This design comes from an exercise in tuning for small area and a short achievable clock period on the open sky130 flow, not from production work.
Function not checked in this run: the RTL went through the layout flow alone.
Power and IR drop assume default switching activity.

==> design.v <==
module mux # (parameter WIDTH = 32)
(input [WIDTH-1:0] d0, d1,
input s,
output [WIDTH-1:0] OUT);
assign OUT = s ? d1 : d0;
endmodule
module Adder #(parameter ADDER_WIDTH = 32)
(
input  [ADDER_WIDTH - 1 : 0] IN_1 , IN_2 ,
output [ADDER_WIDTH - 1 : 0] OUT  
);
assign OUT = IN_1 + IN_2 ;
endmodule
module Shifter
(
input   [31 : 0]  in ,
output  [31 : 0]  shifted_in
);
assign shifted_in = in << 2 ;
endmodule
module Sign_Extend #(parameter DATA_IN = 16 , DATA_OUT = 32 )
(
 input   [DATA_IN  - 1 : 0]  IN ,
 output  [DATA_OUT - 1 : 0]  OUT 
);
assign OUT = { {DATA_IN{IN[DATA_IN-1]} } , IN } ;  
endmodule
module PC #(parameter PC_WIDTH = 32)
(
input                          CLK ,RST,
input      [PC_WIDTH - 1 : 0]   PC_reg ,
output reg [PC_WIDTH - 1 : 0]   PC 
);
always @( posedge CLK or negedge RST )
begin
if (!RST)
  PC <= 32'b0 ;
else 
  PC <= PC_reg ;
end
endmodule
module Register_File #(parameter RegAdd_WIDTH = 5 , RegFile_WIDTH = 32 , RegFile_DEPTH = 32)
(
 input                                  CLK ,RST ,
 input                                  WE3 ,
 input      [RegAdd_WIDTH - 1 : 0]      A1 , A2 , A3 ,
 input      [RegFile_WIDTH - 1 : 0]     WD3 ,
 output reg [RegFile_WIDTH - 1 : 0]     RD1 ,RD2
);
reg [RegFile_WIDTH - 1 : 0] RegFile [RegFile_DEPTH - 1 : 0] ;
integer I ;
always @(posedge CLK or negedge RST)
begin
if(!RST)   
    begin
      for (I = 0 ; I < RegFile_DEPTH ; I = I +1)
        begin
          RegFile[I] <= {RegFile_WIDTH{1'b0}}; 
        end
     end
else if (WE3) 
   RegFile[A3] <= WD3 ;
end 
always @*
begin
   RD1 = RegFile[A1] ;
   RD2 = RegFile[A2] ;
end
endmodule
module ALU #(parameter ALUResult_WIDTH = 32 ,
                       ALUIN_WIDTH   = 32 ,
					             ALUControl_WIDTH = 3  
	        )
(
input          [ALUIN_WIDTH - 1 : 0]         SrcA , SrcB , 
input          [ALUControl_WIDTH - 1 : 0]    ALUControl ,
output reg     [ALUResult_WIDTH - 1 : 0]     ALUResult ,
output reg                                   Zero_flag 
) ;
always @*
begin
 ALUResult = 32'b0 ;
 case (ALUControl)
 3'b000 : ALUResult = SrcA & SrcB ;
 3'b001 : ALUResult = SrcA | SrcB ;
 3'b010 : ALUResult = SrcA + SrcB ;
 3'b100 : ALUResult = SrcA - SrcB ;
 3'b101 : ALUResult = SrcA * SrcB ;
 3'b110 : begin 
           if(SrcA < SrcB)
             ALUResult = 32'b1 ; 
		   else
		     ALUResult = 32'b0 ; 
		  end
default : ALUResult = 32'b0 ;
 endcase
end
always @* begin
 Zero_flag = (ALUResult == 32'b0);
end 
endmodule
module Data_Path 
   #(parameter MIPS_SIZE = 32 , 
			   ALUControl_WIDTH = 3 ,
			   RegAdd_WIDTH = 5  
    )
(
 input                                 CLK , RST ,
 input   [MIPS_SIZE - 1 : 0 ]          ReadData ,
 output  [MIPS_SIZE - 1 : 0 ]          WriteData ,
 output  [MIPS_SIZE - 1 : 0]           PC ,
 input   [MIPS_SIZE - 1 : 0]           instr ,
 output  [MIPS_SIZE - 1 : 0]           ALUResult ,
 output                                Zero_flag ,
 input                                 MemtoReg ,
 input                                 PCSrc ,
 input   [ALUControl_WIDTH - 1 : 0]    ALUControl ,
 input                                 ALUSrc ,
 input                                 RegDst ,
 input                                 RegWrite  ,
 input                                 Jump
);
wire  [RegAdd_WIDTH - 1 : 0]   A3_mux ;
wire  [MIPS_SIZE - 1 : 0]      WD3_Result ;
wire  [MIPS_SIZE - 1 : 0]      RD1_SrcA ;
wire  [MIPS_SIZE - 1 : 0]      SrcB_mux ;
wire  [MIPS_SIZE - 1 : 0]      Signlmm ; 
wire  [MIPS_SIZE - 1 : 0]      Signlmm_Shift ; 
wire  [MIPS_SIZE - 1 : 0]      PCPlus4 ;
wire  [MIPS_SIZE - 1 : 0]      PCBranch ;
wire  [MIPS_SIZE - 1 : 0]      Branch_mux ;
wire  [MIPS_SIZE - 1 : 0]      Shift_mux ;
wire  [MIPS_SIZE - 1 : 0]      PC_mux ;
Register_File RegFile (
.CLK(CLK) ,
.RST(RST) ,
.A1(instr[25:21]) ,
.A2(instr[20:16]) ,
.A3(A3_mux) ,
.WE3(RegWrite) ,
.WD3(WD3_Result) ,
.RD1(RD1_SrcA) ,
.RD2(WriteData)
);
mux #(.WIDTH(5)) MUX_A3 (
.d0(instr[20:16]) ,
.d1(instr[15:11]) ,
.s(RegDst) ,
.OUT(A3_mux)
);
mux  MUX_Result (
.d0(ALUResult) ,
.d1(ReadData) ,
.s(MemtoReg) ,
.OUT(WD3_Result)
);
Sign_Extend Sign_Extend (
.IN(instr[15:0]) ,
.OUT(Signlmm) 
);
mux  MUX_SrcB (
.d0(WriteData) ,
.d1(Signlmm) ,
.s(ALUSrc) ,
.OUT(SrcB_mux)
);
ALU ALU1 (
.SrcA(RD1_SrcA) ,
.SrcB(SrcB_mux) ,
.ALUControl(ALUControl) ,
.ALUResult(ALUResult) ,
.Zero_flag(Zero_flag)
);
Shifter SLT_Signlmm (
.in(Signlmm) ,
.shifted_in(Signlmm_Shift)
);
Shifter SLT_PCJump (
.in({6'd0 ,instr[25:0] }) ,
.shifted_in(Shift_mux)
);
Adder Adder_PCBranch(
.IN_1(Signlmm_Shift) ,
.IN_2(PCPlus4) ,
.OUT(PCBranch)
);
Adder Adder_PCPlus4(
.IN_1(PC) ,
.IN_2(32'd4) ,
.OUT(PCPlus4)
);
mux MUX_Branch (
.d0(PCPlus4) ,
.d1(PCBranch) ,
.s(PCSrc) ,
.OUT(Branch_mux)
);
mux MUX_PCJump (
.d0(Branch_mux) ,
.d1({PCPlus4[31:28],Shift_mux[27:0]}) ,
.s(Jump) ,
.OUT(PC_mux)
);
PC PC1 (
.CLK(CLK) ,
.RST(RST) ,
.PC_reg(PC_mux) ,
.PC(PC)
);
endmodule
module MainDecoder 
						(
						input[5:0] OpCode,
						output reg [1:0] ALUOp,
						output reg Jump,
						output reg MemWrite,RegWrite,MemtoReg,RegDest,ALUSrc,Branch
						);
						always @(*)
						begin
						    Jump     = 1'b0 ;
                ALUOp    = 2'b00 ;
                MemWrite = 1'b0 ;
                RegWrite = 1'b0 ;
                RegDest   = 1'b0 ;
                ALUSrc   = 1'b0 ;
                MemtoReg = 1'b0 ;
                Branch   = 1'b0 ;
							case(OpCode)
								6'b100011:                     
								begin
									RegWrite = 1'b1;
									ALUSrc = 1'b1;
									MemtoReg = 1'b1;
								end
								6'b10_1011:                    
								begin
									MemWrite = 1'b1;
									ALUSrc = 1'b1;
									MemtoReg = 1'b1;
								end
								 6'b00_0000 : begin    
                    ALUOp    = 2'b10 ;
                    RegWrite = 1'b1 ;
                     RegDest   = 1'b1 ;
                end
								6'b00_1000:                  
								begin									
								  RegWrite = 1'b1;
									ALUSrc = 1'b1;
								end
								6'b00_0100:                     
								begin
									ALUOp = 2'b01;
									Branch = 1'b1;
								end
								6'b00_0010:                      
								begin
									Jump = 1'b1;
								end
								default:
								begin
									Jump = 1'b0;
									ALUOp = 2'b00;
									MemWrite = 1'b0;
									RegWrite = 1'b0;
									RegDest = 1'b0;
									ALUSrc = 1'b0;
									MemtoReg = 1'b0;
									Branch = 1'b0; 
								end
							endcase
						end
endmodule 
module ALUDecoder
					  (
					  input[1:0] ALUOp,
					  input [5:0] Funct,
					  output reg [2:0] ALUControl
					  );
					  always @(*)
					  begin
						case(ALUOp)
						2'b00: ALUControl = 3'b010;
						2'b01:ALUControl = 3'b100;
						2'b10: 
						begin
							case(Funct)
								6'b100000: ALUControl = 3'b010;    
								6'b100010: ALUControl = 3'b100;    
								6'b101010: ALUControl = 3'b110;    
								6'b011100: ALUControl = 3'b101;    
								default: ALUControl = 3'b010;    
							endcase
						end
						default:ALUControl = 3'b010;
						endcase
					  end
endmodule 
module ControlUnit
						(
						input [5:0] OpCode,
						input [5:0] Funct,
						input zero,
						output Jump,
						output MemtoReg,MemWrite,ALUSrc,RegDest,RegWrite,PCSrc,
					   output [2:0] ALUControl
						);
						wire Branch;
						wire [1:0] ALUOp;
						MainDecoder maindec
						(
						.OpCode(OpCode),
						.Jump(Jump),
						.ALUOp(ALUOp),
						.MemtoReg(MemtoReg),
						.MemWrite(MemWrite),
						.Branch(Branch),
						.ALUSrc(ALUSrc),
						.RegDest(RegDest),
						.RegWrite(RegWrite)
						);
						ALUDecoder aludec
						(
						.ALUOp(ALUOp),
					   .Funct(Funct),
					   .ALUControl(ALUControl)
						);
						and (PCSrc,zero,Branch);
endmodule 
module MIPS
#( parameter    MIPS_SIZE = 32 ,
			    ALUControl_WIDTH = 3
)
(
input  wire                           CLK ,
input  wire                           RST ,
output wire [MIPS_SIZE - 1 : 0]       imem_addr ,
input  wire [MIPS_SIZE - 1 : 0]       imem_rdata ,
output wire [MIPS_SIZE - 1 : 0]       dmem_addr ,
output wire [MIPS_SIZE - 1 : 0]       dmem_wdata ,
output wire                           dmem_we ,
input  wire [MIPS_SIZE - 1 : 0]       dmem_rdata
);
 wire                                 Zero_flag ;
 wire                                 MemtoReg ;
 wire                                 PCSrc ;
 wire   [ALUControl_WIDTH - 1 : 0]    ALUControl ;
 wire                                 ALUSrc ;
 wire                                 RegDst ;
 wire                                 RegWrite  ;
 wire                                 Jump ;
 wire                                 MemWrite ;
 wire   [MIPS_SIZE - 1 : 0 ]          ReadData ;
 wire   [MIPS_SIZE - 1 : 0 ]          WriteData ;
 wire   [MIPS_SIZE - 1 : 0]           PC ;
 wire   [MIPS_SIZE - 1 : 0]           instr ;
 wire   [MIPS_SIZE - 1 : 0]           ALUOut ;
Data_Path DP (
.CLK(CLK) ,
.RST(RST) ,
.ReadData(ReadData) ,
.WriteData(WriteData) ,
.PC(PC) ,
.instr(instr) ,
.ALUResult(ALUOut) ,
.Zero_flag(Zero_flag) ,
.MemtoReg(MemtoReg) ,
.PCSrc(PCSrc) ,
.ALUControl(ALUControl) ,
.ALUSrc(ALUSrc) ,
.RegDst(RegDst) ,
.RegWrite(RegWrite) ,
.Jump(Jump)
);
ControlUnit CU (
.OpCode(instr[31:26]) ,
.Funct(instr[5:0]) ,
.zero(Zero_flag) ,
.MemtoReg(MemtoReg) ,
.MemWrite(MemWrite) ,
.PCSrc(PCSrc) ,
.ALUControl(ALUControl) ,
.ALUSrc(ALUSrc) ,
.RegDest(RegDst) ,
.RegWrite(RegWrite)  ,
.Jump(Jump)
);
assign imem_addr  = PC ;
assign instr      = imem_rdata ;
assign dmem_addr  = ALUOut ;
assign dmem_wdata = WriteData ;
assign dmem_we    = MemWrite ;
assign ReadData   = dmem_rdata ;
endmodule
==> run.sh <==
#!/bin/bash
# synth_recipe.tcl (not shown) runs the flow's synth.tcl, then flattens the netlist and writes it again
# the make line also repeats each setting of config.mk as NAME=value (left out here)
make -C /OpenROAD-flow-scripts/flow DESIGN_CONFIG=/design/flow/config.mk WORK_HOME=/design/flow/orfs CLKGATE_MAP_FILE= SYNTH_SCRIPT=/design/flow/synth_recipe.tcl finish
==> config.mk <==
export PLATFORM = sky130hd
export DESIGN_NAME = MIPS
export DESIGN_NICKNAME = MIPS
export VERILOG_FILES = /design/flow/design.v
export SDC_FILE = /design/flow/constraint.sdc
export NUM_CORES = 4
export LEC_CHECK = 0
export CAP_MARGIN = 20
export CORE_MARGIN = 2
export CORE_UTILIZATION = 30
export SETUP_SLACK_MARGIN = 0.5
export SLEW_MARGIN = 20
==> constraint.sdc <==
create_clock -name core_clock -period 18.5 [get_ports {CLK}]
set_input_delay 3.7000 -clock core_clock [delete_from_list [all_inputs] [get_ports {CLK}]]
set_output_delay 3.7000 -clock core_clock [all_outputs]
set_load 0.01 [all_outputs]
==> impl_metrics.py <==
metrics = {
    "sta": {
        "worstMarginPinSlew_ns": 1.26,
        "slew_headroom": 0.160,
        "setup_viol": 0,
        "setup_slack_ns": 0.704,
        "timing_hold_violations_final": 0,
        "rsz0062_at_grt": "no",
        "min_period_ns": 17.80,
        "fin_crit_sh": 0.962,
        "skew_ns": 0.0960,
        "tns_ns": 0,
        "drv_slew": 0,
        "fmax_mhz": 56.2,
    },
    "layout": {
        "fillers": 25800,
        "final_cell_mix": "1445 x nand2_1, 1054 x dfrtp_1, 1035 x o21ai_0",
        "largest_reg_flops": 1024,
        "register_area_mm2": 0.0264,
        "final_common_cell": "nand2_1",
        "stdcell_count": 12700,
        "drive_above_1_share": 0.132,
        "finish.net_count": 9918,
        "syn_to_final_growth_pct": 18.7,
        "multi_input_area_mm2": 0.0447,
    },
    "place": {
        "portBuffers": 160,
        "place.gp.congestion": 1.07,
        "dp_hpwl_um": 303000,
        "dp.cells": 12400,
        "preCtsSetupSlack_ns": 0.126,
    },
    "clock_network": {
        "htreeDepth": 3,
        "clock_latency_ns": 0.84,
        "cts_max_path_buffers": 3,
        "cts_root_buf": "clkbuf_16",
        "cts_tree": "done",
        "cts_sinks": 1054,
        "cts_buffers": 118,
        "cts_hold_buf": 0,
        "clk_pin_slew_worst_paths_ns": 0.06,
    },
    "detailed_routing": {
        "drtIter0Drc": 12600,
        "drt-vias-per-instance": 6.17,
        "wl_per_cell_um": 34.3,
        "firstDrtPassIters": 14,
        "drc_errors": 0,
        "final_antenna_net_count": 0,
        "num_vias": 78100,
        "totalWireLength_um": 434000,
    },
    "logic_synthesis": {
        "syn_area_mm2": 0.0754,
        "synth_cell_types": 103,
        "synth_cells": 8925,
        "yosysSeqAreaShare": 0.350,
        "ys_async_sr_fraction": 1.00,
        "ys_ff_latch": 1054,
        "synth_edf_count": 0,
        "syn_area_per_cell_um2": 8.44,
        "ys_warn_count": 6,
        "ys.flop_type": "dfrtp_1",
    },
    "worst_setup_path": {
        "start_kind": "input pin",
        "crit_fanout": 31,
        "slowest_stage": "buf_4",
        "crit_family": "adder cells",
        "end_kind": "primary output",
        "r2r_slack_ns": 6.73,
        "worstSetupPathType": "input pin to primary output",
        "cp.depth": 36,
        "crit_buf_inv": 11,
        "required_ns": 14.80,
        "r2r_cells": 41,
        "slowest_delay_ns": 0.62,
        "arrival_ns": 14.10,
        "cpMostUsedCell": "fa_1",
    },
    "floorplanning": {
        "row_count": 184,
        "io_pins": 163,
        "die_area_mm2": 0.255,
        "fp.coreArea_mm2": 0.250,
        "die_y_um": 505,
        "die_x_um": 505,
        "initial_core_util": 0.301,
    },
    "power_and_ir_drop": {
        "leakage_nw": 40.7,
        "ir_drop_v": 0.0000804,
        "p_per_area_mw_per_mm2": 83.4,
    },
    "grt": {
        "grtUsageTotal": 0.330,
        "grt_pass1_vias": 74600,
        "antenna_found_initial": 39,
        "overflow": 0,
        "grt_pass1_wl_um": 599000,
        "grt_max_degree": 176,
    },
    "worst_hold_path": {
        "hold_depth": 2,
        "hp-class": "flip-flop to flip-flop",
    },
    "status": {
        "status": "timing/DRC/antenna clean",
    },
    "job": {
        "drv_cap": 0,
    },
}
-- layer usage --
layer	routed length, µm	up-vias	track usage
met3	61500	1799	0.125
li1	-	31400	-
met2	172000	6425	0.457
met1	163000	38400	0.423
met5	395	-	0.000938
met4	36300	46	0.221
-- worst register-to-register path, delay by kind of cell, from the launching register on --
kind / cells / cell delay (ns)
AOI/OAI and AO/OA: 7 / 1.97
xor gates and xnor gates: 1 / 0.15
adders and majority gates: 9 / 3.60
buffers and inverters: 12 / 1.99
DFF: 1 / 0.51
muxes: 2 / 0.62
and+or+nand+nor: 10 / 2.73
-- worst paths after layout --
kind	startpoint	end
setup / recovery	imem_rdata[17]	dmem_addr[31]
hold / removal	DP.RegFile.RegFile[0][19]	DP.RegFile.RegFile[0][19]
setup reg to reg	DP.RegFile.RegFile[18][11]	DP.PC1.PC[19]
hold reg to reg	DP.RegFile.RegFile[0][19]	DP.RegFile.RegFile[0][19]
max in group asynchronous	RST	DP.RegFile.RegFile[23][7]
min in group asynchronous	RST	DP.RegFile.RegFile[18][21]
-- power by group --
part / switching [mW] / total, mW / internal (mW) / leakage (nW)
combinational: 1.45 / 2.18 / 0.726 / 24.3
sequential: 0.252 / 2.77 / 2.52 / 14.5
clock: 1.10 / 2.52 / 1.42 / 1.98
-- kinds of logic after synthesis --
group	count (synthesis)	synth area share
simple gates	3336	0.202
compound gates	2220	0.185
buf+inv	1368	0.0737
flops	1054	0.350
fa+ha+maj	662	0.151
mux	144	0.0205
xor+xnor	140	0.0176
other cells	1	0.0000498
-- final cells by class --
class                      count  area share
antenna                       21    0.000587
inverter                     655      0.0279
tap                         3348      0.0468
clock inverter                50     0.00722
multi-input combinational   6504       0.499
sequential                  1054       0.295
timing repair buffer         857      0.0854
clock buffer                 166      0.0378
-- through the flow --
| stage | utilization | hold WS, ns | area (µm²) | total power, mW |
|---|---|---|---|---|
| 2_1_floorplan | - | 0.450 | 75400 | 3.77 |
| 3_3_place_gp | 0.337 | 0.466 | 84400 | 4.83 |
| 3_5_place_dp | 0.337 | 0.490 | 84500 | 4.86 |
| 4_1_cts | 0.354 | 0.504 | 88700 | 7.35 |
| 5_1_grt | 0.357 | 0.529 | 89400 | 7.69 |
| 6_report | 0.357 | 0.503 | 89500 | 7.46 |
-- repair_timing --
item	in CTS	in global routing
setup endpoints to repair	2	8
resized for setup	29	99
pin swaps	2	5
cloned	0	1
endpoints found under the hold margin	0	0
setup buffers	10	20
-- synthesized netlist by cell type, types with 17 or more instances --
cell,number,area share
nand2_1,1475,0.073
dfrtp_1,1054,0.35
o21ai_0,1041,0.069
inv_1,638,0.032
nor2_1,555,0.028
nand3_1,536,0.036
a22oi_1,493,0.049
clkbuf_1,481,0.024
fa_1,411,0.11
ha_1,251,0.042
and3_1,210,0.017
a21oi_1,208,0.014
nand4_1,198,0.016
buf_2,168,0.011
xnor2_1,103,0.012
mux2_2,76,0.011
nor3_1,74,0.0049
nor4_1,69,0.0057
mux2i_1,67,0.0089
a2111oi_0,63,0.0073
a221oi_1,41,0.0048
nand2b_1,34,0.0028
a21o_1,32,0.0032
a22o_1,31,0.0036
and2_1,29,0.0024
nor2b_1,29,0.0024
xor2_1,29,0.0034
o22ai_1,26,0.0022
a221o_1,24,0.0032
buf_1,24,0.0012
buf_4,24,0.0024
o211ai_1,21,0.0021
or3_1,21,0.0017
a211oi_1,20,0.0020
a31oi_1,20,0.0017
a222oi_1,17,0.0023
nand3b_1,17,0.0017

==> port drivers added, routing unchanged <==
Ports are ideal in the flow. The routed layout listed here was re-timed in OpenROAD. Step 1 assumes that a clkbuf_16 drives the clock port and a buf_2 every other input. Step 2 moves the port delays by t, midway between the first and last clock arrival at a register: inputs arrive t later, outputs are due t later. That takes back most of the time a late clock gives input paths. Three values: ideal, step 1, step 2; two values: the first two.
t, ns: 0.891
setup WS [ns]: 0.704 / 0.472 / 0.472
worst hold slack (ns): 0.503 / 0.503 / 0.503
worst register clock-pin slew, ns: 0.10 / 0.10
After both steps setup and hold are still met in this run. For this run, drivers alone change the setup slack by -0.232 ns; drivers and shift together by -0.232 ns.
